This design comes from an exercise in tuning for small area on the open sky130 flow, not from production work.
Function was checked by simulation only, so behaviour that the tests miss may differ from the original.

`design/flow/design.v`:
```
module BnMul (
  input  [14:0] r  ,
  input  [ 7:0] one,
  input  [ 7:0] two,
  input  [ 7:0] neg,
  output [15:0] q
);
  wire n1 = (one[0] & r[0]) ^ neg[0];
  wire n2 = ((one[0] & r[1]) | (two[0] & r[0])) ^ neg[0];
  wire n3 = ((one[0] & r[2]) | (two[0] & r[1])) ^ neg[0];
  wire n4 = ((one[0] & r[3]) | (two[0] & r[2])) ^ neg[0];
  wire n5 = ((one[0] & r[4]) | (two[0] & r[3])) ^ neg[0];
  wire n6 = ((one[0] & r[5]) | (two[0] & r[4])) ^ neg[0];
  wire n7 = ((one[0] & r[6]) | (two[0] & r[5])) ^ neg[0];
  wire n8 = ((one[0] & r[7]) | (two[0] & r[6])) ^ neg[0];
  wire n9 = ((one[0] & r[8]) | (two[0] & r[7])) ^ neg[0];
  wire n10 = ((one[0] & r[9]) | (two[0] & r[8])) ^ neg[0];
  wire n11 = ((one[0] & r[10]) | (two[0] & r[9])) ^ neg[0];
  wire n12 = ((one[0] & r[11]) | (two[0] & r[10])) ^ neg[0];
  wire n13 = ((one[0] & r[12]) | (two[0] & r[11])) ^ neg[0];
  wire n14 = ((one[0] & r[13]) | (two[0] & r[12])) ^ neg[0];
  wire n15 = ((one[0] & r[14]) | (two[0] & r[13])) ^ neg[0];
  wire n16 = (two[0] & r[14]) ^ neg[0];
  wire n17 = ~neg[0];
  wire n18 = (one[1] & r[0]) ^ neg[1];
  wire n19 = ((one[1] & r[1]) | (two[1] & r[0])) ^ neg[1];
  wire n20 = ((one[1] & r[2]) | (two[1] & r[1])) ^ neg[1];
  wire n21 = ((one[1] & r[3]) | (two[1] & r[2])) ^ neg[1];
  wire n22 = ((one[1] & r[4]) | (two[1] & r[3])) ^ neg[1];
  wire n23 = ((one[1] & r[5]) | (two[1] & r[4])) ^ neg[1];
  wire n24 = ((one[1] & r[6]) | (two[1] & r[5])) ^ neg[1];
  wire n25 = ((one[1] & r[7]) | (two[1] & r[6])) ^ neg[1];
  wire n26 = ((one[1] & r[8]) | (two[1] & r[7])) ^ neg[1];
  wire n27 = ((one[1] & r[9]) | (two[1] & r[8])) ^ neg[1];
  wire n28 = ((one[1] & r[10]) | (two[1] & r[9])) ^ neg[1];
  wire n29 = ((one[1] & r[11]) | (two[1] & r[10])) ^ neg[1];
  wire n30 = ((one[1] & r[12]) | (two[1] & r[11])) ^ neg[1];
  wire n31 = ((one[1] & r[13]) | (two[1] & r[12])) ^ neg[1];
  wire n32 = ((one[1] & r[14]) | (two[1] & r[13])) ^ neg[1];
  wire n33 = (two[1] & r[14]) ^ neg[1];
  wire n34 = ~neg[1];
  wire n35 = (one[2] & r[0]) ^ neg[2];
  wire n36 = ((one[2] & r[1]) | (two[2] & r[0])) ^ neg[2];
  wire n37 = ((one[2] & r[2]) | (two[2] & r[1])) ^ neg[2];
  wire n38 = ((one[2] & r[3]) | (two[2] & r[2])) ^ neg[2];
  wire n39 = ((one[2] & r[4]) | (two[2] & r[3])) ^ neg[2];
  wire n40 = ((one[2] & r[5]) | (two[2] & r[4])) ^ neg[2];
  wire n41 = ((one[2] & r[6]) | (two[2] & r[5])) ^ neg[2];
  wire n42 = ((one[2] & r[7]) | (two[2] & r[6])) ^ neg[2];
  wire n43 = ((one[2] & r[8]) | (two[2] & r[7])) ^ neg[2];
  wire n44 = ((one[2] & r[9]) | (two[2] & r[8])) ^ neg[2];
  wire n45 = ((one[2] & r[10]) | (two[2] & r[9])) ^ neg[2];
  wire n46 = ((one[2] & r[11]) | (two[2] & r[10])) ^ neg[2];
  wire n47 = ((one[2] & r[12]) | (two[2] & r[11])) ^ neg[2];
  wire n48 = ((one[2] & r[13]) | (two[2] & r[12])) ^ neg[2];
  wire n49 = ((one[2] & r[14]) | (two[2] & r[13])) ^ neg[2];
  wire n50 = (two[2] & r[14]) ^ neg[2];
  wire n51 = ~neg[2];
  wire n52 = (one[3] & r[0]) ^ neg[3];
  wire n53 = ((one[3] & r[1]) | (two[3] & r[0])) ^ neg[3];
  wire n54 = ((one[3] & r[2]) | (two[3] & r[1])) ^ neg[3];
  wire n55 = ((one[3] & r[3]) | (two[3] & r[2])) ^ neg[3];
  wire n56 = ((one[3] & r[4]) | (two[3] & r[3])) ^ neg[3];
  wire n57 = ((one[3] & r[5]) | (two[3] & r[4])) ^ neg[3];
  wire n58 = ((one[3] & r[6]) | (two[3] & r[5])) ^ neg[3];
  wire n59 = ((one[3] & r[7]) | (two[3] & r[6])) ^ neg[3];
  wire n60 = ((one[3] & r[8]) | (two[3] & r[7])) ^ neg[3];
  wire n61 = ((one[3] & r[9]) | (two[3] & r[8])) ^ neg[3];
  wire n62 = ((one[3] & r[10]) | (two[3] & r[9])) ^ neg[3];
  wire n63 = ((one[3] & r[11]) | (two[3] & r[10])) ^ neg[3];
  wire n64 = ((one[3] & r[12]) | (two[3] & r[11])) ^ neg[3];
  wire n65 = ((one[3] & r[13]) | (two[3] & r[12])) ^ neg[3];
  wire n66 = ((one[3] & r[14]) | (two[3] & r[13])) ^ neg[3];
  wire n67 = (two[3] & r[14]) ^ neg[3];
  wire n68 = ~neg[3];
  wire n69 = (one[4] & r[0]) ^ neg[4];
  wire n70 = ((one[4] & r[1]) | (two[4] & r[0])) ^ neg[4];
  wire n71 = ((one[4] & r[2]) | (two[4] & r[1])) ^ neg[4];
  wire n72 = ((one[4] & r[3]) | (two[4] & r[2])) ^ neg[4];
  wire n73 = ((one[4] & r[4]) | (two[4] & r[3])) ^ neg[4];
  wire n74 = ((one[4] & r[5]) | (two[4] & r[4])) ^ neg[4];
  wire n75 = ((one[4] & r[6]) | (two[4] & r[5])) ^ neg[4];
  wire n76 = ((one[4] & r[7]) | (two[4] & r[6])) ^ neg[4];
  wire n77 = ((one[4] & r[8]) | (two[4] & r[7])) ^ neg[4];
  wire n78 = ((one[4] & r[9]) | (two[4] & r[8])) ^ neg[4];
  wire n79 = ((one[4] & r[10]) | (two[4] & r[9])) ^ neg[4];
  wire n80 = ((one[4] & r[11]) | (two[4] & r[10])) ^ neg[4];
  wire n81 = ((one[4] & r[12]) | (two[4] & r[11])) ^ neg[4];
  wire n82 = ((one[4] & r[13]) | (two[4] & r[12])) ^ neg[4];
  wire n83 = ((one[4] & r[14]) | (two[4] & r[13])) ^ neg[4];
  wire n84 = (two[4] & r[14]) ^ neg[4];
  wire n85 = ~neg[4];
  wire n86 = (one[5] & r[0]) ^ neg[5];
  wire n87 = ((one[5] & r[1]) | (two[5] & r[0])) ^ neg[5];
  wire n88 = ((one[5] & r[2]) | (two[5] & r[1])) ^ neg[5];
  wire n89 = ((one[5] & r[3]) | (two[5] & r[2])) ^ neg[5];
  wire n90 = ((one[5] & r[4]) | (two[5] & r[3])) ^ neg[5];
  wire n91 = ((one[5] & r[5]) | (two[5] & r[4])) ^ neg[5];
  wire n92 = ((one[5] & r[6]) | (two[5] & r[5])) ^ neg[5];
  wire n93 = ((one[5] & r[7]) | (two[5] & r[6])) ^ neg[5];
  wire n94 = ((one[5] & r[8]) | (two[5] & r[7])) ^ neg[5];
  wire n95 = ((one[5] & r[9]) | (two[5] & r[8])) ^ neg[5];
  wire n96 = ((one[5] & r[10]) | (two[5] & r[9])) ^ neg[5];
  wire n97 = ((one[5] & r[11]) | (two[5] & r[10])) ^ neg[5];
  wire n98 = ((one[5] & r[12]) | (two[5] & r[11])) ^ neg[5];
  wire n99 = ((one[5] & r[13]) | (two[5] & r[12])) ^ neg[5];
  wire n100 = ((one[5] & r[14]) | (two[5] & r[13])) ^ neg[5];
  wire n101 = (two[5] & r[14]) ^ neg[5];
  wire n102 = ~neg[5];
  wire n103 = (one[6] & r[0]) ^ neg[6];
  wire n104 = ((one[6] & r[1]) | (two[6] & r[0])) ^ neg[6];
  wire n105 = ((one[6] & r[2]) | (two[6] & r[1])) ^ neg[6];
  wire n106 = ((one[6] & r[3]) | (two[6] & r[2])) ^ neg[6];
  wire n107 = ((one[6] & r[4]) | (two[6] & r[3])) ^ neg[6];
  wire n108 = ((one[6] & r[5]) | (two[6] & r[4])) ^ neg[6];
  wire n109 = ((one[6] & r[6]) | (two[6] & r[5])) ^ neg[6];
  wire n110 = ((one[6] & r[7]) | (two[6] & r[6])) ^ neg[6];
  wire n111 = ((one[6] & r[8]) | (two[6] & r[7])) ^ neg[6];
  wire n112 = ((one[6] & r[9]) | (two[6] & r[8])) ^ neg[6];
  wire n113 = ((one[6] & r[10]) | (two[6] & r[9])) ^ neg[6];
  wire n114 = ((one[6] & r[11]) | (two[6] & r[10])) ^ neg[6];
  wire n115 = ((one[6] & r[12]) | (two[6] & r[11])) ^ neg[6];
  wire n116 = ((one[6] & r[13]) | (two[6] & r[12])) ^ neg[6];
  wire n117 = ((one[6] & r[14]) | (two[6] & r[13])) ^ neg[6];
  wire n118 = (two[6] & r[14]) ^ neg[6];
  wire n119 = ~neg[6];
  wire n120 = (one[7] & r[0]) ^ neg[7];
  wire n121 = ((one[7] & r[1]) | (two[7] & r[0])) ^ neg[7];
  wire n122 = ((one[7] & r[2]) | (two[7] & r[1])) ^ neg[7];
  wire n123 = ((one[7] & r[3]) | (two[7] & r[2])) ^ neg[7];
  wire n124 = ((one[7] & r[4]) | (two[7] & r[3])) ^ neg[7];
  wire n125 = ((one[7] & r[5]) | (two[7] & r[4])) ^ neg[7];
  wire n126 = ((one[7] & r[6]) | (two[7] & r[5])) ^ neg[7];
  wire n127 = ((one[7] & r[7]) | (two[7] & r[6])) ^ neg[7];
  wire n128 = ((one[7] & r[8]) | (two[7] & r[7])) ^ neg[7];
  wire n129 = ((one[7] & r[9]) | (two[7] & r[8])) ^ neg[7];
  wire n130 = ((one[7] & r[10]) | (two[7] & r[9])) ^ neg[7];
  wire n131 = ((one[7] & r[11]) | (two[7] & r[10])) ^ neg[7];
  wire n132 = ((one[7] & r[12]) | (two[7] & r[11])) ^ neg[7];
  wire n133 = ((one[7] & r[13]) | (two[7] & r[12])) ^ neg[7];
  wire n134 = ((one[7] & r[14]) | (two[7] & r[13])) ^ neg[7];
  wire n135 = (two[7] & r[14]) ^ neg[7];
  wire n136 = ~neg[7];
  wire n137 = n11 ^ n26;
  wire n138 = n11 & n26;
  wire n139 = n12 ^ n27;
  wire n140 = n12 & n27;
  wire n141 = n13 ^ n28;
  wire n142 = n141 ^ n43;
  wire n143 = (n13 & n28) | (n141 & n43);
  wire n144 = n58 ^ n73;
  wire n145 = n58 & n73;
  wire n146 = n14 ^ n29;
  wire n147 = n146 ^ n44;
  wire n148 = (n14 & n29) | (n146 & n44);
  wire n149 = n59 ^ n74;
  wire n150 = n59 & n74;
  wire n151 = n15 ^ n30;
  wire n152 = n151 ^ n45;
  wire n153 = (n15 & n30) | (n151 & n45);
  wire n154 = n60 ^ n75;
  wire n155 = n154 ^ n90;
  wire n156 = (n60 & n75) | (n154 & n90);
  wire n157 = n105 ^ n120;
  wire n158 = n105 & n120;
  wire n159 = n16 ^ n31;
  wire n160 = n159 ^ n46;
  wire n161 = (n16 & n31) | (n159 & n46);
  wire n162 = n61 ^ n76;
  wire n163 = n162 ^ n91;
  wire n164 = (n61 & n76) | (n162 & n91);
  wire n165 = n106 ^ n121;
  wire n166 = n106 & n121;
  wire n167 = n17 ^ n32;
  wire n168 = n167 ^ n47;
  wire n169 = (n17 & n32) | (n167 & n47);
  wire n170 = n62 ^ n77;
  wire n171 = n170 ^ n92;
  wire n172 = (n62 & n77) | (n170 & n92);
  wire n173 = n107 ^ n122;
  wire n174 = n173 ^ 1'b1;
  wire n175 = (n107 & n122) | (n173 & 1'b1);
  wire n176 = n33 ^ n48;
  wire n177 = n176 ^ n63;
  wire n178 = (n33 & n48) | (n176 & n63);
  wire n179 = n78 ^ n93;
  wire n180 = n179 ^ n108;
  wire n181 = (n78 & n93) | (n179 & n108);
  wire n182 = n123 ^ 1'b1;
  wire n183 = n123 & 1'b1;
  wire n184 = n34 ^ n49;
  wire n185 = n184 ^ n64;
  wire n186 = (n34 & n49) | (n184 & n64);
  wire n187 = n79 ^ n94;
  wire n188 = n187 ^ n109;
  wire n189 = (n79 & n94) | (n187 & n109);
  wire n190 = n50 ^ n65;
  wire n191 = n190 ^ n80;
  wire n192 = (n50 & n65) | (n190 & n80);
  wire n193 = n95 ^ n110;
  wire n194 = n95 & n110;
  wire n195 = n51 ^ n66;
  wire n196 = n195 ^ n81;
  wire n197 = (n51 & n66) | (n195 & n81);
  wire n198 = n67 ^ n82;
  wire n199 = n67 & n82;
  wire n200 = n7 ^ n22;
  wire n201 = n7 & n22;
  wire n202 = n8 ^ n23;
  wire n203 = n8 & n23;
  wire n204 = n9 ^ n24;
  wire n205 = n204 ^ n39;
  wire n206 = (n9 & n24) | (n204 & n39);
  wire n207 = n54 ^ n69;
  wire n208 = n54 & n69;
  wire n209 = n10 ^ n25;
  wire n210 = n209 ^ n40;
  wire n211 = (n10 & n25) | (n209 & n40);
  wire n212 = n55 ^ n70;
  wire n213 = n55 & n70;
  wire n214 = n137 ^ n41;
  wire n215 = n214 ^ n56;
  wire n216 = (n137 & n41) | (n214 & n56);
  wire n217 = n71 ^ n86;
  wire n218 = n217 ^ neg[5];
  wire n219 = (n71 & n86) | (n217 & neg[5]);
  wire n220 = n138 ^ n139;
  wire n221 = n220 ^ n42;
  wire n222 = (n138 & n139) | (n220 & n42);
  wire n223 = n57 ^ n72;
  wire n224 = n223 ^ n87;
  wire n225 = (n57 & n72) | (n223 & n87);
  wire n226 = n140 ^ n142;
  wire n227 = n226 ^ n144;
  wire n228 = (n140 & n142) | (n226 & n144);
  wire n229 = n88 ^ n103;
  wire n230 = n229 ^ neg[6];
  wire n231 = (n88 & n103) | (n229 & neg[6]);
  wire n232 = n143 ^ n145;
  wire n233 = n232 ^ n147;
  wire n234 = (n143 & n145) | (n232 & n147);
  wire n235 = n149 ^ n89;
  wire n236 = n235 ^ n104;
  wire n237 = (n149 & n89) | (n235 & n104);
  wire n238 = n148 ^ n150;
  wire n239 = n238 ^ n152;
  wire n240 = (n148 & n150) | (n238 & n152);
  wire n241 = n155 ^ n157;
  wire n242 = n241 ^ neg[7];
  wire n243 = (n155 & n157) | (n241 & neg[7]);
  wire n244 = n153 ^ n156;
  wire n245 = n244 ^ n158;
  wire n246 = (n153 & n156) | (n244 & n158);
  wire n247 = n160 ^ n163;
  wire n248 = n247 ^ n165;
  wire n249 = (n160 & n163) | (n247 & n165);
  wire n250 = n161 ^ n164;
  wire n251 = n250 ^ n166;
  wire n252 = (n161 & n164) | (n250 & n166);
  wire n253 = n168 ^ n171;
  wire n254 = n253 ^ n174;
  wire n255 = (n168 & n171) | (n253 & n174);
  wire n256 = n169 ^ n172;
  wire n257 = n256 ^ n175;
  wire n258 = (n169 & n172) | (n256 & n175);
  wire n259 = n177 ^ n180;
  wire n260 = n259 ^ n182;
  wire n261 = (n177 & n180) | (n259 & n182);
  wire n262 = n178 ^ n181;
  wire n263 = n262 ^ n183;
  wire n264 = (n178 & n181) | (n262 & n183);
  wire n265 = n185 ^ n188;
  wire n266 = n265 ^ n124;
  wire n267 = (n185 & n188) | (n265 & n124);
  wire n268 = n186 ^ n189;
  wire n269 = n268 ^ n191;
  wire n270 = (n186 & n189) | (n268 & n191);
  wire n271 = n193 ^ n125;
  wire n272 = n271 ^ 1'b1;
  wire n273 = (n193 & n125) | (n271 & 1'b1);
  wire n274 = n192 ^ n194;
  wire n275 = n274 ^ n196;
  wire n276 = (n192 & n194) | (n274 & n196);
  wire n277 = n96 ^ n111;
  wire n278 = n277 ^ n126;
  wire n279 = (n96 & n111) | (n277 & n126);
  wire n280 = n197 ^ n198;
  wire n281 = n280 ^ n97;
  wire n282 = (n197 & n198) | (n280 & n97);
  wire n283 = n112 ^ n127;
  wire n284 = n283 ^ 1'b1;
  wire n285 = (n112 & n127) | (n283 & 1'b1);
  wire n286 = n199 ^ n68;
  wire n287 = n286 ^ n83;
  wire n288 = (n199 & n68) | (n286 & n83);
  wire n289 = n98 ^ n113;
  wire n290 = n289 ^ n128;
  wire n291 = (n98 & n113) | (n289 & n128);
  wire n292 = n84 ^ n99;
  wire n293 = n292 ^ n114;
  wire n294 = (n84 & n99) | (n292 & n114);
  wire n295 = n129 ^ 1'b1;
  wire n296 = n129 & 1'b1;
  wire n297 = n85 ^ n100;
  wire n298 = n297 ^ n115;
  wire n299 = (n85 & n100) | (n297 & n115);
  wire n300 = n101 ^ n116;
  wire n301 = n101 & n116;
  wire n302 = n5 ^ n20;
  wire n303 = n5 & n20;
  wire n304 = n6 ^ n21;
  wire n305 = n6 & n21;
  wire n306 = n200 ^ n37;
  wire n307 = n306 ^ n52;
  wire n308 = (n200 & n37) | (n306 & n52);
  wire n309 = n201 ^ n202;
  wire n310 = n309 ^ n38;
  wire n311 = (n201 & n202) | (n309 & n38);
  wire n312 = n203 ^ n205;
  wire n313 = n312 ^ n207;
  wire n314 = (n203 & n205) | (n312 & n207);
  wire n315 = n206 ^ n208;
  wire n316 = n315 ^ n210;
  wire n317 = (n206 & n208) | (n315 & n210);
  wire n318 = n211 ^ n213;
  wire n319 = n318 ^ n215;
  wire n320 = (n211 & n213) | (n318 & n215);
  wire n321 = n216 ^ n219;
  wire n322 = n321 ^ n221;
  wire n323 = (n216 & n219) | (n321 & n221);
  wire n324 = n222 ^ n225;
  wire n325 = n324 ^ n227;
  wire n326 = (n222 & n225) | (n324 & n227);
  wire n327 = n228 ^ n231;
  wire n328 = n327 ^ n233;
  wire n329 = (n228 & n231) | (n327 & n233);
  wire n330 = n234 ^ n237;
  wire n331 = n330 ^ n239;
  wire n332 = (n234 & n237) | (n330 & n239);
  wire n333 = n240 ^ n243;
  wire n334 = n333 ^ n245;
  wire n335 = (n240 & n243) | (n333 & n245);
  wire n336 = n246 ^ n249;
  wire n337 = n336 ^ n251;
  wire n338 = (n246 & n249) | (n336 & n251);
  wire n339 = n252 ^ n255;
  wire n340 = n339 ^ n257;
  wire n341 = (n252 & n255) | (n339 & n257);
  wire n342 = n258 ^ n261;
  wire n343 = n342 ^ n263;
  wire n344 = (n258 & n261) | (n342 & n263);
  wire n345 = n264 ^ n267;
  wire n346 = n345 ^ n269;
  wire n347 = (n264 & n267) | (n345 & n269);
  wire n348 = n270 ^ n273;
  wire n349 = n348 ^ n275;
  wire n350 = (n270 & n273) | (n348 & n275);
  wire n351 = n276 ^ n279;
  wire n352 = n351 ^ n281;
  wire n353 = (n276 & n279) | (n351 & n281);
  wire n354 = n282 ^ n285;
  wire n355 = n354 ^ n287;
  wire n356 = (n282 & n285) | (n354 & n287);
  wire n357 = n288 ^ n291;
  wire n358 = n357 ^ n293;
  wire n359 = (n288 & n291) | (n357 & n293);
  wire n360 = n294 ^ n296;
  wire n361 = n360 ^ n298;
  wire n362 = (n294 & n296) | (n360 & n298);
  wire n363 = n299 ^ n300;
  wire n364 = n363 ^ n131;
  wire n365 = (n299 & n300) | (n363 & n131);
  wire n366 = n301 ^ n102;
  wire n367 = n366 ^ n117;
  wire n368 = (n301 & n102) | (n366 & n117);
  wire n369 = n118 ^ n133;
  wire n370 = n118 & n133;
  wire n371 = n3 ^ n18;
  wire n372 = n3 & n18;
  wire n373 = n4 ^ n19;
  wire n374 = n4 & n19;
  wire n375 = n302 ^ n35;
  wire n376 = n375 ^ neg[2];
  wire n377 = (n302 & n35) | (n375 & neg[2]);
  wire n378 = n303 ^ n304;
  wire n379 = n378 ^ n36;
  wire n380 = (n303 & n304) | (n378 & n36);
  wire n381 = n305 ^ n307;
  wire n382 = n381 ^ neg[3];
  wire n383 = (n305 & n307) | (n381 & neg[3]);
  wire n384 = n308 ^ n310;
  wire n385 = n384 ^ n53;
  wire n386 = (n308 & n310) | (n384 & n53);
  wire n387 = n311 ^ n313;
  wire n388 = n387 ^ neg[4];
  wire n389 = (n311 & n313) | (n387 & neg[4]);
  wire n390 = n314 ^ n316;
  wire n391 = n390 ^ n212;
  wire n392 = (n314 & n316) | (n390 & n212);
  wire n393 = n317 ^ n319;
  wire n394 = n393 ^ n218;
  wire n395 = (n317 & n319) | (n393 & n218);
  wire n396 = n320 ^ n322;
  wire n397 = n396 ^ n224;
  wire n398 = (n320 & n322) | (n396 & n224);
  wire n399 = n323 ^ n325;
  wire n400 = n399 ^ n230;
  wire n401 = (n323 & n325) | (n399 & n230);
  wire n402 = n326 ^ n328;
  wire n403 = n402 ^ n236;
  wire n404 = (n326 & n328) | (n402 & n236);
  wire n405 = n329 ^ n331;
  wire n406 = n405 ^ n242;
  wire n407 = (n329 & n331) | (n405 & n242);
  wire n408 = n332 ^ n334;
  wire n409 = n408 ^ n248;
  wire n410 = (n332 & n334) | (n408 & n248);
  wire n411 = n335 ^ n337;
  wire n412 = n411 ^ n254;
  wire n413 = (n335 & n337) | (n411 & n254);
  wire n414 = n338 ^ n340;
  wire n415 = n414 ^ n260;
  wire n416 = (n338 & n340) | (n414 & n260);
  wire n417 = n341 ^ n343;
  wire n418 = n417 ^ n266;
  wire n419 = (n341 & n343) | (n417 & n266);
  wire n420 = n344 ^ n346;
  wire n421 = n420 ^ n272;
  wire n422 = (n344 & n346) | (n420 & n272);
  wire n423 = n347 ^ n349;
  wire n424 = n423 ^ n278;
  wire n425 = (n347 & n349) | (n423 & n278);
  wire n426 = n350 ^ n352;
  wire n427 = n426 ^ n284;
  wire n428 = (n350 & n352) | (n426 & n284);
  wire n429 = n353 ^ n355;
  wire n430 = n429 ^ n290;
  wire n431 = (n353 & n355) | (n429 & n290);
  wire n432 = n356 ^ n358;
  wire n433 = n432 ^ n295;
  wire n434 = (n356 & n358) | (n432 & n295);
  wire n435 = n359 ^ n361;
  wire n436 = n435 ^ n130;
  wire n437 = (n359 & n361) | (n435 & n130);
  wire n438 = n362 ^ n364;
  wire n439 = n438 ^ 1'b1;
  wire n440 = (n362 & n364) | (n438 & 1'b1);
  wire n441 = n365 ^ n367;
  wire n442 = n441 ^ n132;
  wire n443 = (n365 & n367) | (n441 & n132);
  wire n444 = n368 ^ n369;
  wire n445 = n444 ^ 1'b1;
  wire n446 = (n368 & n369) | (n444 & 1'b1);
  wire n447 = n370 ^ n119;
  wire n448 = n447 ^ n134;
  wire n449 = (n370 & n119) | (n447 & n134);
  wire n450 = n135 ^ 1'b1;
  wire n451 = n135 & 1'b1;
  wire n452 = n1 ^ neg[0];
  wire n453 = n1 & neg[0];
  wire n454 = n2 ^ n453;
  wire n455 = n2 & n453;
  wire n456 = n371 ^ neg[1];
  wire n457 = n456 ^ n455;
  wire n458 = (n371 & neg[1]) | (n456 & n455);
  wire n459 = n372 ^ n373;
  wire n460 = n459 ^ n458;
  wire n461 = (n372 & n373) | (n459 & n458);
  wire n462 = n374 ^ n376;
  wire n463 = n462 ^ n461;
  wire n464 = (n374 & n376) | (n462 & n461);
  wire n465 = n377 ^ n379;
  wire n466 = n465 ^ n464;
  wire n467 = (n377 & n379) | (n465 & n464);
  wire n468 = n380 ^ n382;
  wire n469 = n468 ^ n467;
  wire n470 = (n380 & n382) | (n468 & n467);
  wire n471 = n383 ^ n385;
  wire n472 = n471 ^ n470;
  wire n473 = (n383 & n385) | (n471 & n470);
  wire n474 = n386 ^ n388;
  wire n475 = n474 ^ n473;
  wire n476 = (n386 & n388) | (n474 & n473);
  wire n477 = n389 ^ n391;
  wire n478 = n477 ^ n476;
  wire n479 = (n389 & n391) | (n477 & n476);
  wire n480 = n392 ^ n394;
  wire n481 = n480 ^ n479;
  wire n482 = (n392 & n394) | (n480 & n479);
  wire n483 = n395 ^ n397;
  wire n484 = n483 ^ n482;
  wire n485 = (n395 & n397) | (n483 & n482);
  wire n486 = n398 ^ n400;
  wire n487 = n486 ^ n485;
  wire n488 = (n398 & n400) | (n486 & n485);
  wire n489 = n401 ^ n403;
  wire n490 = n489 ^ n488;
  wire n491 = (n401 & n403) | (n489 & n488);
  wire n492 = n404 ^ n406;
  wire n493 = n492 ^ n491;
  wire n494 = (n404 & n406) | (n492 & n491);
  wire n495 = n407 ^ n409;
  wire n496 = n495 ^ n494;
  wire n497 = (n407 & n409) | (n495 & n494);
  wire n498 = n410 ^ n412;
  wire n499 = n498 ^ n497;
  wire n500 = (n410 & n412) | (n498 & n497);
  wire n501 = n413 ^ n415;
  wire n502 = n501 ^ n500;
  wire n503 = (n413 & n415) | (n501 & n500);
  wire n504 = n416 ^ n418;
  wire n505 = n504 ^ n503;
  wire n506 = (n416 & n418) | (n504 & n503);
  wire n507 = n419 ^ n421;
  wire n508 = n507 ^ n506;
  wire n509 = (n419 & n421) | (n507 & n506);
  wire n510 = n422 ^ n424;
  wire n511 = n510 ^ n509;
  wire n512 = (n422 & n424) | (n510 & n509);
  wire n513 = n425 ^ n427;
  wire n514 = n513 ^ n512;
  wire n515 = (n425 & n427) | (n513 & n512);
  wire n516 = n428 ^ n430;
  wire n517 = n516 ^ n515;
  wire n518 = (n428 & n430) | (n516 & n515);
  wire n519 = n431 ^ n433;
  wire n520 = n519 ^ 1'b0;
  wire n521 = (n431 & n433) | (n519 & 1'b0);
  wire n522 = n434 ^ n436;
  wire n523 = n522 ^ n521;
  wire n524 = (n434 & n436) | (n522 & n521);
  wire n525 = n437 ^ n439;
  wire n526 = n525 ^ n524;
  wire n527 = (n437 & n439) | (n525 & n524);
  wire n528 = n440 ^ n442;
  wire n529 = n528 ^ n527;
  wire n530 = (n440 & n442) | (n528 & n527);
  wire n531 = n443 ^ n445;
  wire n532 = n531 ^ n530;
  wire n533 = (n443 & n445) | (n531 & n530);
  wire n534 = n446 ^ n448;
  wire n535 = n534 ^ n533;
  wire n536 = (n446 & n448) | (n534 & n533);
  wire n537 = n449 ^ n450;
  wire n538 = n537 ^ n536;
  wire n539 = (n449 & n450) | (n537 & n536);
  wire n540 = n451 ^ n136;
  wire n541 = n540 ^ n539;
  wire n542 = (n451 & n136) | (n540 & n539);
  wire n543 = n431 ^ n433;
  wire n544 = n543 ^ 1'b1;
  wire n545 = (n431 & n433) | (n543 & 1'b1);
  wire n546 = n434 ^ n436;
  wire n547 = n546 ^ n545;
  wire n548 = (n434 & n436) | (n546 & n545);
  wire n549 = n437 ^ n439;
  wire n550 = n549 ^ n548;
  wire n551 = (n437 & n439) | (n549 & n548);
  wire n552 = n440 ^ n442;
  wire n553 = n552 ^ n551;
  wire n554 = (n440 & n442) | (n552 & n551);
  wire n555 = n443 ^ n445;
  wire n556 = n555 ^ n554;
  wire n557 = (n443 & n445) | (n555 & n554);
  wire n558 = n446 ^ n448;
  wire n559 = n558 ^ n557;
  wire n560 = (n446 & n448) | (n558 & n557);
  wire n561 = n449 ^ n450;
  wire n562 = n561 ^ n560;
  wire n563 = (n449 & n450) | (n561 & n560);
  wire n564 = n451 ^ n136;
  wire n565 = n564 ^ n563;
  wire n566 = (n451 & n136) | (n564 & n563);
  wire n567 = (n518 & n544) | (~n518 & n520);
  wire n568 = (n518 & n547) | (~n518 & n523);
  wire n569 = (n518 & n550) | (~n518 & n526);
  wire n570 = (n518 & n553) | (~n518 & n529);
  wire n571 = (n518 & n556) | (~n518 & n532);
  wire n572 = (n518 & n559) | (~n518 & n535);
  wire n573 = (n518 & n562) | (~n518 & n538);
  wire n574 = (n518 & n565) | (~n518 & n541);
  wire [30:0] p = {n574, n573, n572, n571, n570, n569, n568, n567, n517, n514, n511, n508, n505, n502, n499, n496, n493, n490, n487, n484, n481, n478, n475, n472, n469, n466, n463, n460, n457, n454, n452};
  wire        ovf = p[30:26] != {5{p[30]}};
  assign q = ovf ? {p[30], {15{~p[30]}}} : p[26:11];
endmodule
module Post_top #(
  parameter INT_BITS  = 4,
  parameter POX       = 4,
  parameter POY       = 4,
  parameter CHANNEL_N = 2
) (
  input                             clk              ,
  input                             rst              ,
  input  [CHANNEL_N*POY*POX*16-1:0] mac_to_serializer,
  input                             mac_output_valid ,
  input  [         $clog2(POY)-1:0] mac_valid_number ,
  input  [                    15:0] K                ,
  input  [                    15:0] B                ,
  input  [              POX*16-1:0] bias             ,
  output [              POX*16-1:0] relu_out         ,
  output                            relu_out_valid   ,
  output [              POX*16-1:0] post_out         ,
  output                            post_out_valid   ,
  output [            POX/2*16-1:0] pooling_out      ,
  output                            pooling_out_valid
);
  reg  [447:0] chain;
  reg          active;
  reg  [  2:0] cnt;        
  reg  [  1:0] rm1;        
  always @(posedge clk) begin
    if (mac_output_valid) chain[383:0] <= mac_to_serializer[447:64];
    else                  chain[383:0] <= chain[447:64];
    chain[447:384] <= mac_to_serializer[511:448];
  end
  always @(posedge clk or posedge rst) begin
    if (rst) begin
      active <= 1'b0;
      cnt    <= 3'd0;
      rm1    <= 2'd0;
    end
    else if (mac_output_valid) begin
      active <= 1'b1;
      cnt    <= 3'd1;
      rm1    <= mac_valid_number - 1'b1;
    end
    else if (active) begin
      cnt <= cnt + 1'b1;
      if (cnt == {rm1, 1'b1}) active <= 1'b0;
    end
  end
  wire [ 1:0] slot = (cnt > {1'b0, rm1}) ? ~rm1 : 2'd0;
  reg  [63:0] chain_row;
  always @(*) begin
    case (slot)
      2'd0:    chain_row = chain[ 63:  0];
      2'd1:    chain_row = chain[127: 64];
      2'd2:    chain_row = chain[191:128];
      default: chain_row = chain[255:192];
    endcase
  end
  wire [63:0] row    = mac_output_valid ? mac_to_serializer[63:0] : chain_row;
  wire        row_ok = mac_output_valid | active;
  reg  [59:0] relu_r;
  reg         v1, v2;
  genvar x, i;
  generate
    for (x = 0; x < POX; x = x + 1) begin : g_relu
      wire [15:0] a = row[16*x +: 16];
      wire [15:0] b = bias[16*x +: 16];
      wire [15:0] h = a ^ b;
      wire [16:0] c;
      assign c[0] = 1'b0;
      for (i = 0; i < 16; i = i + 1) begin : g_c
        assign c[i+1] = (a[i] & b[i]) | (h[i] & c[i]);
      end
      wire [15:0] s = h ^ c[15:0];
      always @(posedge clk) relu_r[15*x +: 15] <= s[15] ? 15'd0 : s[14:0];
      assign relu_out[16*x +: 16] = {1'b0, relu_r[15*x +: 15]};
    end
  endgenerate
  always @(posedge clk or posedge rst) begin
    if (rst) begin
      v1 <= 1'b0;
      v2 <= 1'b0;
    end
    else begin
      v1 <= row_ok;
      v2 <= v1;
    end
  end
  assign relu_out_valid = v1;
  wire [16:0] kx = {K, 1'b0};
  reg  [ 7:0] one, two, neg;
  always @(posedge clk) begin : p_booth
    integer j;
    for (j = 0; j < 8; j = j + 1) begin
      one[j] <= kx[2*j+1] ^ kx[2*j];
      two[j] <= (kx[2*j+2] & ~kx[2*j+1] & ~kx[2*j]) | (~kx[2*j+2] & kx[2*j+1] & kx[2*j]);
      neg[j] <= kx[2*j+2];
    end
  end
  reg [63:0] q_r;
  generate
    for (x = 0; x < POX; x = x + 1) begin : g_mul
      wire [15:0] q;
      BnMul U_BnMul (
        .r  (relu_r[15*x +: 15]),
        .one(one               ),
        .two(two               ),
        .neg(neg               ),
        .q  (q                 )
      );
      always @(posedge clk) q_r[16*x +: 16] <= q;
    end
  endgenerate
  generate
    for (x = 0; x < POX; x = x + 1) begin : g_bn
      wire [15:0] a = q_r[16*x +: 16];
      wire [15:0] h = a ^ B;
      wire [16:0] c;
      assign c[0] = 1'b0;
      for (i = 0; i < 16; i = i + 1) begin : g_c
        assign c[i+1] = (a[i] & B[i]) | (h[i] & c[i]);
      end
      assign post_out[16*x +: 16] = h ^ c[15:0];
    end
  endgenerate
  assign post_out_valid = v2;
  reg        second;
  reg [31:0] pool_r;
  reg        pool_valid;
  generate
    for (x = 0; x < POX/2; x = x + 1) begin : g_pool
      wire [15:0] a = post_out[32*x +: 16];
      wire [15:0] b = post_out[32*x+16 +: 16];
      wire [15:0] m = pool_r[16*x +: 16];
      wire [16:0] ab, ma, mb;
      assign ab[0] = 1'b0;
      assign ma[0] = 1'b0;
      assign mb[0] = 1'b0;
      for (i = 0; i < 16; i = i + 1) begin : g_cmp
        if (i < 15) begin : g_lo
          assign ab[i+1] = (a[i] & ~b[i]) | (a[i] & ab[i]) | (~b[i] & ab[i]);
          assign ma[i+1] = (m[i] & ~a[i]) | (m[i] & ma[i]) | (~a[i] & ma[i]);
          assign mb[i+1] = (m[i] & ~b[i]) | (m[i] & mb[i]) | (~b[i] & mb[i]);
        end
        else begin : g_hi
          assign ab[i+1] = (~a[i] & b[i]) | (~a[i] & ab[i]) | (b[i] & ab[i]);
          assign ma[i+1] = (~m[i] & a[i]) | (~m[i] & ma[i]) | (a[i] & ma[i]);
          assign mb[i+1] = (~m[i] & b[i]) | (~m[i] & mb[i]) | (b[i] & mb[i]);
        end
      end
      wire [15:0] ab_max = ab[16] ? a : b;
      always @(posedge clk)
        pool_r[16*x +: 16] <= (second & ma[16] & mb[16]) ? m : ab_max;
    end
  endgenerate
  always @(posedge clk or posedge rst) begin
    if (rst) begin
      second     <= 1'b0;
      pool_valid <= 1'b0;
    end
    else begin
      if (v2) second <= ~second;
      pool_valid <= v2 & second;
    end
  end
  assign pooling_out       = pool_r;
  assign pooling_out_valid = pool_valid;
endmodule
```
`design/flow/constraint.sdc`:
```
create_clock -name core_clock -period 12.0 [get_ports {clk}]
set_input_delay 2.4000 -clock core_clock [delete_from_list [all_inputs] [get_ports {clk}]]
set_output_delay 2.4000 -clock core_clock [all_outputs]
set_load 0.01 [all_outputs]
```
`design/flow/flow/run.sh`:
```
#!/bin/bash
# The standard layout with these changes:
#  - synthesis maps with an area-oriented ABC script (flow/abc_area.script)
#    and skips the generic pre-mapping ABC pass (synth -noabc); the
#    registers, their names and cell types are those of the standard
#    synthesis;
#  - the port buffers are the smallest buffer (buf_1) rather than the one
#    buffer_ports picks by default;
#  - CTS uses clkbuf_8 for larger sink clusters and no dummy loads.
# make's output goes to a log per call here; ORFS's step logs are under orfs/logs/.
set -euo pipefail
rm -rf scripts_local
cp -r "$FLOW_HOME/scripts" scripts_local
cp flow/abc_area.script scripts_local/abc_area.script
bash standard.sh "SCRIPTS_DIR=$PWD/scripts_local" "SYNTH_ARGS=-noabc" synth > make_synth.log 2>&1
bash standard.sh "BUFFER_PORTS_ARGS=-buffer_cell sky130_fd_sc_hd__buf_1" \
  "CTS_ARGS=-sink_clustering_enable -repair_clock_nets -buf_list sky130_fd_sc_hd__clkbuf_8 -sink_clustering_size 16 -sink_clustering_max_diameter 60 -dont_use_dummy_load" \
  finish > make_finish.log 2>&1
```
`design/flow/config.mk`:
```
export PLATFORM = sky130hd
export DESIGN_NAME = Post_top
export DESIGN_NICKNAME = Post_top
export VERILOG_FILES = /design/flow/design.v
export SDC_FILE = /design/flow/constraint.sdc
export NUM_CORES = 4
export LEC_CHECK = 0
export ABC_AREA = 1
export CAP_MARGIN = 20
export CORE_MARGIN = 2
export CORE_UTILIZATION = 60
export GPL_TIMING_DRIVEN = 0
export SLEW_MARGIN = 20
```
`design/flow/flow/abc_area.script`:
```
strash
dc2
dch -f
amap
topo
```
`design/flow/standard.sh`:
```
#!/bin/bash
# synth_recipe.tcl (not shown) runs the flow's synth.tcl, then flattens the netlist and writes it again
# the make line also repeats each setting of config.mk as NAME=value (left out here)
make -C /OpenROAD-flow-scripts/flow DESIGN_CONFIG=/design/flow/config.mk WORK_HOME=/design/flow/orfs CLKGATE_MAP_FILE= SYNTH_SCRIPT=/design/flow/synth_recipe.tcl "${@:-finish}"
```
==> results.toml, run 1 <==
[detailed_routing]
wl_per_cell_um = 26.1
drt-pass1-iter-count = 8
drc_errors = 0
routed_wl_um = 167000
antenna_left = 0
drt-initial-drc-count = 6387
viasPerCell = 6.45
num_vias = 41300

[cts]
htree_levels = 2
hold_buffers = 0
numClockSinks = 638
tritoncts = "built"
clkTransAtPathRegs_ns = 0.10
cts_buffers = 52
cts_root_buffer = "clkbuf_8"
cts_buffer_depth = 3
insertion_delay_ns = 0.73

[floorplan]
core-area_um2 = 71600
num_rows = 98
die_y_um = 273
fp.dieW_um = 273
die_area_um2 = 74600
start_util_pct = 60.7
io_pins = 776

[yosys]
syn_area_per_cell_um2 = 9.58
ys_ff_latch = 638
synthSimpleGateAreaFrac_pct = 8.88
synth.distinct_cells = 39
syn_area_um2 = 43500
synth-compound-area-share_pct = 27.1
netlist_instances = 4536
synthAdderAreaFrac_pct = 30.0
synth_xor_area_share_pct = 0
synth.area.mux_share_pct = 0
yosysWarnings = 1
seq_area_frac_synth_pct = 30.2
synth_top_family_by_area = "adder cells"

[setup_path]
cp_max_fo = 4
endpoint_kind = "output pin"
startpoint = "B[0]"
r2r-start = "relu_r[53]"
path_class = "primary input to output pin"
crit_required_ns = 9.60
worst_setup_path_start_kind = "primary input"
critical_path_arrival_ns = 9.34

[min_path]
hp-class = "flop to flop"
worst_hold_startpoint = "chain[397]"

[sta]
rsz0062_at_grt = "false"
period_share_pct = 97.8
hold_viol = 0
slew_viol_final = 0
maxSlewHeadroom_pct = 21.4
setup_viol = 0
fmax_ghz = 0.0852
setup_ws_ns = 0.260
min_period_ns = 11.74
fin_worst_skew_ns = 0.108
worst_pin_slew_ns = 1.18

[global_routing]
antenna_found_initial = 34
grt_pass1_wl_um = 245000
grt_max_degree = 113
grt_pass1_vias = 38500
grtUsageTotal_pct = 44.0
overflow = 0

[flow_run]
cap_violations = 0

[status]
status = "complete, no violations"

[cells_and_area]
nNetsFinal = 6749
multi_input_area_um2 = 28800
drive_gt1_share_pct = 3.43
area_growth_pct = 14.5
fillers = 5935
regArea_um2 = 13200

[placed_design]
place.port_buffers = 771
gp_congestion = 0.981
preCtsSetupSlack_ns = -0.638
dp_hpwl_um = 126000
-- cell usage in the layout (no fill, tap or decap), types with 31 or more instances in the layout --
cell      synthesis  routed
nor2b_1          73      73
o22ai_1         483     483
a21o_1           31      31
nand2_1         624     624
edfxtp_1         32      32
nor2_1          242     242
a222oi_1         70      70
clkbuf_8          0      52
ha_1            159     155
a21oi_1         166     166
a22o_1          382     382
clkinv_1        422     379
dfxtp_1         596     588
fa_1            552     552
o21ai_0         557     544
buf_1             0     770
-- sequential cells by signal, indices dropped and copies added, names as in the netlist --
register	count
cnt	3
one	8
two	8
second	1
neg	8
v2	1
relu_r	60
v1	1
active	1
chain	448
pool_r	32
rm1	2
q_r	64
pool_valid	1
-- layout make-up --
type / instances / area share [%]
flip-flops and latches: 638 / 26.5
clock buffers: 52 / 1.44
diodes: 26 / 0.131
well taps: 950 / 2.39
plain buffers: 8 / 0.121
repair buffers: 832 / 8.12
multi-input cells: 3471 / 57.9
inverters: 422 / 3.50
-- critical path, stage by stage --
cell	delay [ns]
buf_1	0.17
ha_1	0.25
fa_1	0.38
fa_1	0.39
fa_1	0.39
fa_1	0.43
fa_1	0.40
fa_1	0.40
fa_1	0.40
fa_1	0.40
fa_1	0.40
fa_1	0.39
fa_1	0.40
fa_1	0.39
fa_1	0.39
fa_1	0.39
a21oi_1	0.28
nand2_1	0.09
o21ai_1	0.19
clkinv_1	0.22
buf_1	0.17
-- repair_timing --
| item | CTS | global route |
|---|---|---|
| setup endpoints to repair | 34 | 42 |
| resized for setup | 9 | 33 |
| buffers inserted | 0 | 12 |
| hold endpoints to repair | 0 | 0 |
-- routing by layer --
metal	vias to the layer above	part of all wire [%]	track usage [%]
met5	-	0.10	0
met4	26	4.0	14.4
met3	387	16	18.2
met2	2936	43	64.1
met1	19600	38	59.5
li1	18300	-	-
-- logic make-up after synthesis --
logic type / Yosys count
buffers and inverters: 430
AO/OA/AOI/OAI: 1791
flip-flops: 638
AND/OR/NAND/NOR: 965
adder cells (fa/ha/maj): 711
other: 1
-- synth_stat cells --
cell	instances	share of area, %
dfrtp_1	10	0.58
a21oi_1	166	1.9
a32oi_1	1	0.020
nor2b_1	73	1.1
conb_1	1	0.0086
o221ai_1	20	0.40
a41oi_1	2	0.040
nor4_1	6	0.086
nor3_1	3	0.035
a211oi_1	2	0.035
a221oi_1	17	0.34
a22o_1	382	7.7
nand2_1	624	5.4
fa_1	552	25
a311oi_1	2	0.040
o22a_1	1	0.020
a41o_1	4	0.092
clkinv_1	422	3.6
a21o_1	31	0.54
o32ai_1	4	0.081
buf_4	8	0.14
edfxtp_1	32	2.2
o21ai_0	557	6.4
ha_1	159	4.6
a311o_1	1	0.023
o21bai_1	4	0.069
o22ai_1	483	7.0
o221a_1	5	0.13
a222oi_1	70	1.6
o21a_1	17	0.29
dfxtp_1	596	27
a21boi_0	1	0.017
nand3_1	4	0.046
or2_0	12	0.17
a31oi_1	4	0.058
a31o_1	4	0.081
nor2_1	242	2.1
a22oi_1	13	0.22
nand2b_1	1	0.014
-- stage by stage --
stage          cell area [um^2]  setup TNS [ns]  std cells  util (%)  hold WS (ns)
2_1_floorplan             43500               0       4539         -         0.416
3_3_place_gp              47600               -       6260      66.4         0.409
3_5_place_dp              48800          -12.83       6309      68.1         0.405
4_1_cts                   49500               0       6361      69.1         0.417
5_1_grt                   49700               0       6389      69.5         0.423
6_report                  49800               0       6399      69.5         0.428
-- worst paths after layout --
path / end / slack (ns) / cells past startpoint
max in group asynchronous: rm1[1] / 10.13 / 2
min: chain[333] / 0.43 / 1
max: post_out[63] / 0.26 / 21
min reg2reg: chain[333] / 0.43 / 1
max reg2reg: q_r[49] / 0.36 / 31
min in group asynchronous: rm1[0] / 1.65 / 2
==> run 2: changes to the inputs <==
--- a/design/flow/design.v
+++ b/design/flow/design.v
@@ -524,11 +524,11 @@
   wire n517 = n516 ^ n515;
   wire n518 = (n428 & n430) | (n516 & n515);
   wire n519 = n431 ^ n433;
-  wire n520 = n519 ^ 1'b0;
-  wire n521 = (n431 & n433) | (n519 & 1'b0);
+  wire n520 = n519 ^ n518;
+  wire n521 = (n431 & n433) | (n519 & n518);
   wire n522 = n434 ^ n436;
-  wire n523 = n522 ^ n521;
-  wire n524 = (n434 & n436) | (n522 & n521);
+  wire n523 = n522 ^ 1'b0;
+  wire n524 = (n434 & n436) | (n522 & 1'b0);
   wire n525 = n437 ^ n439;
   wire n526 = n525 ^ n524;
   wire n527 = (n437 & n439) | (n525 & n524);
@@ -547,39 +547,35 @@
   wire n540 = n451 ^ n136;
   wire n541 = n540 ^ n539;
   wire n542 = (n451 & n136) | (n540 & n539);
-  wire n543 = n431 ^ n433;
+  wire n543 = n434 ^ n436;
   wire n544 = n543 ^ 1'b1;
-  wire n545 = (n431 & n433) | (n543 & 1'b1);
-  wire n546 = n434 ^ n436;
+  wire n545 = (n434 & n436) | (n543 & 1'b1);
+  wire n546 = n437 ^ n439;
   wire n547 = n546 ^ n545;
-  wire n548 = (n434 & n436) | (n546 & n545);
-  wire n549 = n437 ^ n439;
+  wire n548 = (n437 & n439) | (n546 & n545);
+  wire n549 = n440 ^ n442;
   wire n550 = n549 ^ n548;
-  wire n551 = (n437 & n439) | (n549 & n548);
-  wire n552 = n440 ^ n442;
+  wire n551 = (n440 & n442) | (n549 & n548);
+  wire n552 = n443 ^ n445;
   wire n553 = n552 ^ n551;
-  wire n554 = (n440 & n442) | (n552 & n551);
-  wire n555 = n443 ^ n445;
+  wire n554 = (n443 & n445) | (n552 & n551);
+  wire n555 = n446 ^ n448;
   wire n556 = n555 ^ n554;
-  wire n557 = (n443 & n445) | (n555 & n554);
-  wire n558 = n446 ^ n448;
+  wire n557 = (n446 & n448) | (n555 & n554);
+  wire n558 = n449 ^ n450;
   wire n559 = n558 ^ n557;
-  wire n560 = (n446 & n448) | (n558 & n557);
-  wire n561 = n449 ^ n450;
+  wire n560 = (n449 & n450) | (n558 & n557);
+  wire n561 = n451 ^ n136;
   wire n562 = n561 ^ n560;
-  wire n563 = (n449 & n450) | (n561 & n560);
-  wire n564 = n451 ^ n136;
-  wire n565 = n564 ^ n563;
-  wire n566 = (n451 & n136) | (n564 & n563);
-  wire n567 = (n518 & n544) | (~n518 & n520);
-  wire n568 = (n518 & n547) | (~n518 & n523);
-  wire n569 = (n518 & n550) | (~n518 & n526);
-  wire n570 = (n518 & n553) | (~n518 & n529);
-  wire n571 = (n518 & n556) | (~n518 & n532);
-  wire n572 = (n518 & n559) | (~n518 & n535);
-  wire n573 = (n518 & n562) | (~n518 & n538);
-  wire n574 = (n518 & n565) | (~n518 & n541);
-  wire [30:0] p = {n574, n573, n572, n571, n570, n569, n568, n567, n517, n514, n511, n508, n505, n502, n499, n496, n493, n490, n487, n484, n481, n478, n475, n472, n469, n466, n463, n460, n457, n454, n452};
+  wire n563 = (n451 & n136) | (n561 & n560);
+  wire n564 = (n521 & n544) | (~n521 & n523);
+  wire n565 = (n521 & n547) | (~n521 & n526);
+  wire n566 = (n521 & n550) | (~n521 & n529);
+  wire n567 = (n521 & n553) | (~n521 & n532);
+  wire n568 = (n521 & n556) | (~n521 & n535);
+  wire n569 = (n521 & n559) | (~n521 & n538);
+  wire n570 = (n521 & n562) | (~n521 & n541);
+  wire [30:0] p = {n570, n569, n568, n567, n566, n565, n564, n520, n517, n514, n511, n508, n505, n502, n499, n496, n493, n490, n487, n484, n481, n478, n475, n472, n469, n466, n463, n460, n457, n454, n452};
   wire        ovf = p[30:26] != {5{p[30]}};
   assign q = ovf ? {p[30], {15{~p[30]}}} : p[26:11];
 endmodule
@@ -608,9 +604,10 @@
   reg          active;
   reg  [  2:0] cnt;        
   reg  [  1:0] rm1;        
+  wire [447:0] chain_n = {64'd0, {64{1'b1}}, 64'd0, {64{1'b1}}, 64'd0, {64{1'b1}}, 64'd0};
   always @(posedge clk) begin
-    if (mac_output_valid) chain[383:0] <= mac_to_serializer[447:64];
-    else                  chain[383:0] <= chain[447:64];
+    if (mac_output_valid) chain[383:0] <= mac_to_serializer[447:64] ^ chain_n[383:0];
+    else                  chain[383:0] <= chain[447:64] ^ chain_n[447:64] ^ chain_n[383:0];
     chain[447:384] <= mac_to_serializer[511:448];
   end
   always @(posedge clk or posedge rst) begin
@@ -633,10 +630,10 @@
   reg  [63:0] chain_row;
   always @(*) begin
     case (slot)
-      2'd0:    chain_row = chain[ 63:  0];
-      2'd1:    chain_row = chain[127: 64];
-      2'd2:    chain_row = chain[191:128];
-      default: chain_row = chain[255:192];
+      2'd0:    chain_row =  chain[ 63:  0];
+      2'd1:    chain_row = ~chain[127: 64];
+      2'd2:    chain_row =  chain[191:128];
+      default: chain_row = ~chain[255:192];
     endcase
   end
   wire [63:0] row    = mac_output_valid ? mac_to_serializer[63:0] : chain_row;
--- a/design/flow/config.mk
+++ b/design/flow/config.mk
@@ -8,6 +8,6 @@
 export ABC_AREA = 1
 export CAP_MARGIN = 20
 export CORE_MARGIN = 2
-export CORE_UTILIZATION = 60
+export CORE_UTILIZATION = 50
 export GPL_TIMING_DRIVEN = 0
 export SLEW_MARGIN = 20
==> run 2 against run 1 <==
Against the previous run:
- critical path depth is the same
- sequential share of layout area is essentially flat
- setup slack gained 0.040 ns
- first-iteration DRC count shrank 38%
- largest cell class unchanged
==> results.toml, run 2 <==
[placed_design]
place.port_buffers = 771
postPlaceCellArea_um2 = 48400
dp.cells = 6711
gp_congestion = 0.935
preCtsSetupSlack_ns = -0.463
dp_hpwl_um = 120000

[detailed_routing]
drt-initial-drc-count = 3949
viasPerCell = 5.87
num_vias = 40000
routed_wl_um = 163000
wl_per_cell_um = 23.9
drt-pass1-iter-count = 7
drc_errors = 0
antenna_left = 0

[cts]
cts_root_buffer = "clkbuf_8"
hold_buffers = 0
insertion_delay_ns = 0.76
cts_buffer_depth = 3
clkTransAtPathRegs_ns = 0.10
numClockSinks = 638
htree_levels = 2
cts_buffers = 57
tritoncts = "built"

[cells_and_area]
area_growth_pct = 15.7
post-route-util_pct = 58.4
fillers = 7968
most-common-layout-cells = "778 x o21ai_0, 777 x nand2_1, 770 x buf_1"
final_common_cell = "o21ai_0"
final_area_um2 = 49700
regMostFlops = "chain"
nNetsFinal = 6980
largestRegisters = "chain: 448 flops, q_r: 64 flops, relu_r: 60 flops"
finalNonFillerCells = 6819
drive_gt1_share_pct = 4.01
largest_register_ffs = 448

[floorplan]
io_pins = 776
num_rows = 107
die_y_um = 297
fp.dieW_um = 297
die_area_um2 = 88300
core-area_um2 = 85100
start_util_pct = 50.5

[yosys]
yosys.cell_count.top_type = "o21ai_0"
synth.distinct_cells = 40
async_flop_share_pct = 1.57
syn_area_per_cell_um2 = 9.05
yosysWarnings = 1
yosys.area.top_type = "dfxtp_1"
synth_top_area_share_pct = 27.8
seq_area_frac_synth_pct = 30.6
syn_area_um2 = 43000
ys.flop_type = "dfxtp_1"
synth-edff-count = 32
ys_ff_latch = 638
synth_area_leaders = "dfxtp_1 28%, fa_1 26%, o22ai_1 9.9%"
netlist_instances = 4746
synthTopCellsByCount = "792 x o21ai_0, 778 x nand2_1, 678 x o22ai_1"

[global_routing]
grt_pass1_wl_um = 242000
grtUsageTotal_pct = 36.0
overflow = 0
grt_max_degree = 103
grt_pass1_vias = 38100
antenna_found_initial = 38

[sta]
finalSetupTns_ns = 0
maxSlewHeadroom_pct = 40.4
fin_worst_skew_ns = 0.101
fmax_ghz = 0.0855
rsz0062_at_grt = "false"
setup_ws_ns = 0.300
hold_viol = 0
period_share_pct = 97.5
setup_viol = 0
min_period_ns = 11.70
slew_viol_final = 0
worst_hold_slack_ns = 0.368
worst_pin_slew_ns = 0.894

[flow_run]
cap_violations = 0

[setup_path]
crit_required_ns = 9.60
startpoint = "B[0]"
crit_chain = "buf_1 -> ha_1 -> fa_1 -> fa_1 -> fa_1 -> fa_1 -> fa_1 -> fa_1 -> fa_1 -> fa_1 -> fa_1 -> fa_1 -> fa_1 -> fa_1 -> fa_1 -> fa_1 -> a21oi_1 -> nand2_1 -> o21ai_1 -> clkinv_1 -> buf_1"
cp_slowest_cell = "fa_1"
worst_setup_path_start_kind = "primary input"
crit_top_cell = "fa_1"
cp_num_buf_inv = 3
cp_max_fo = 5
cp_num_cells = 21
max_stage_delay_ns = 0.42
r2r_slack_ns = 0.46
crit_path_end = "post_out[63]"
critPathTopFamily = "adder cells"
endpoint_kind = "output pin"
r2r_cells = 29
r2r-start = "relu_r[39]"
r2r_end = "q_r[46]"
path_class = "primary input to output pin"
critical_path_arrival_ns = 9.30

[min_path]
hp-class = "flop to flop"

[status]
status = "complete, no violations"
## run 2: worst min-delay path by stage
stage                    start          to  slack (ns)  depth (start not counted)
floorplan           chain[320]  chain[256]        0.39                          1
global placement            v1          v2        0.36                          0
detailed placement          v1          v2        0.36                          0
CTS                 chain[374]  chain[310]        0.37                          1
global route        chain[373]  chain[309]        0.39                          1
finish              chain[374]  chain[310]        0.37                          1
## run 2: what timing repair did
| item | 4_1_cts | 5_1_grt |
|---|---|---|
| endpoints found under the setup margin | 59 | 61 |
| setup buffers | 1 | 33 |
| endpoints found under the hold margin | 0 | 0 |
| resized for setup | 12 | 58 |
## run 2: area by class of cell
| cell class | count | area (um^2) | share of cell area [%] |
|---|---|---|---|
| repair buffers | 852 | 4110 | 8.26 |
| well taps | 1144 | 1430 | 2.88 |
| inverters | 412 | 1830 | 3.67 |
| plain buffers | 8 | 60.1 | 0.121 |
| clock buffers | 57 | 785 | 1.58 |
| flip-flops and latches | 638 | 13200 | 26.5 |
| multi-input cells | 3691 | 28300 | 56.9 |
| diodes | 17 | 42.5 | 0.0856 |
## run 2: worst reg2reg max path, delay by kind of cell (launching register included)
family          cells  cell delay, ns
simple gates        5            0.80
flops               1            0.64
compound gates      5            1.22
buf+inv             1            0.38
fa+ha+maj          18            8.32
## run 2: kinds of logic (layout without fill, tap and decap cells)
family                     after synthesis  in the layout  share of synthesized area [%]
AOI/OAI and AO/OA                     1861           1861                           25.2
and+or+nand+nor                       1119           1119                           10.3
adders and majority gates              707            707                           30.2
DFF                                    638            638                           30.6
buffers and inverters                  420           1329                           3.74
other                                    1             21                        0.00873
## run 2: routing by layer
layer	up-vias	wire (um)	track usage (%)
met3	303	16900	9.16
met5	-	115	0
met4	18	5340	11.1
met2	1975	73600	56.6
met1	19000	67000	49.0
li1	18800	-	-

## afterwards: timing with drivers on the ports
The flow's constraints put no driver on any port. The routed layouts listed below were extracted and timed again, unchanged, in two steps.
Step 1, drivers: a clkbuf_16 drives clk and a buf_2 each remaining input, both assumed.
Step 2 also shifts input and output timing later by t, the mid clock arrival at the registers, as if the neighbouring blocks saw the same clock.
Slacks: ideal / step 1 / step 2; pairs: ideal / step 1.
run | shift t [ns] | setup slack, ns | hold slack, ns | clock arrival spread, ns
run 1 | 0.748 | 0.260 / 0.238 / 0.238 | 0.428 / 0.428 / 0.428 | 0.113 / 0.113
run 2 | 0.789 | 0.300 / 0.280 / 0.280 | 0.368 / 0.368 / 0.368 | 0.111 / 0.110
After both steps setup and hold are still met in every run listed. The setup slack of run 1, which loses most, moves by -0.022 ns with the drivers and by -0.022 ns with both steps.
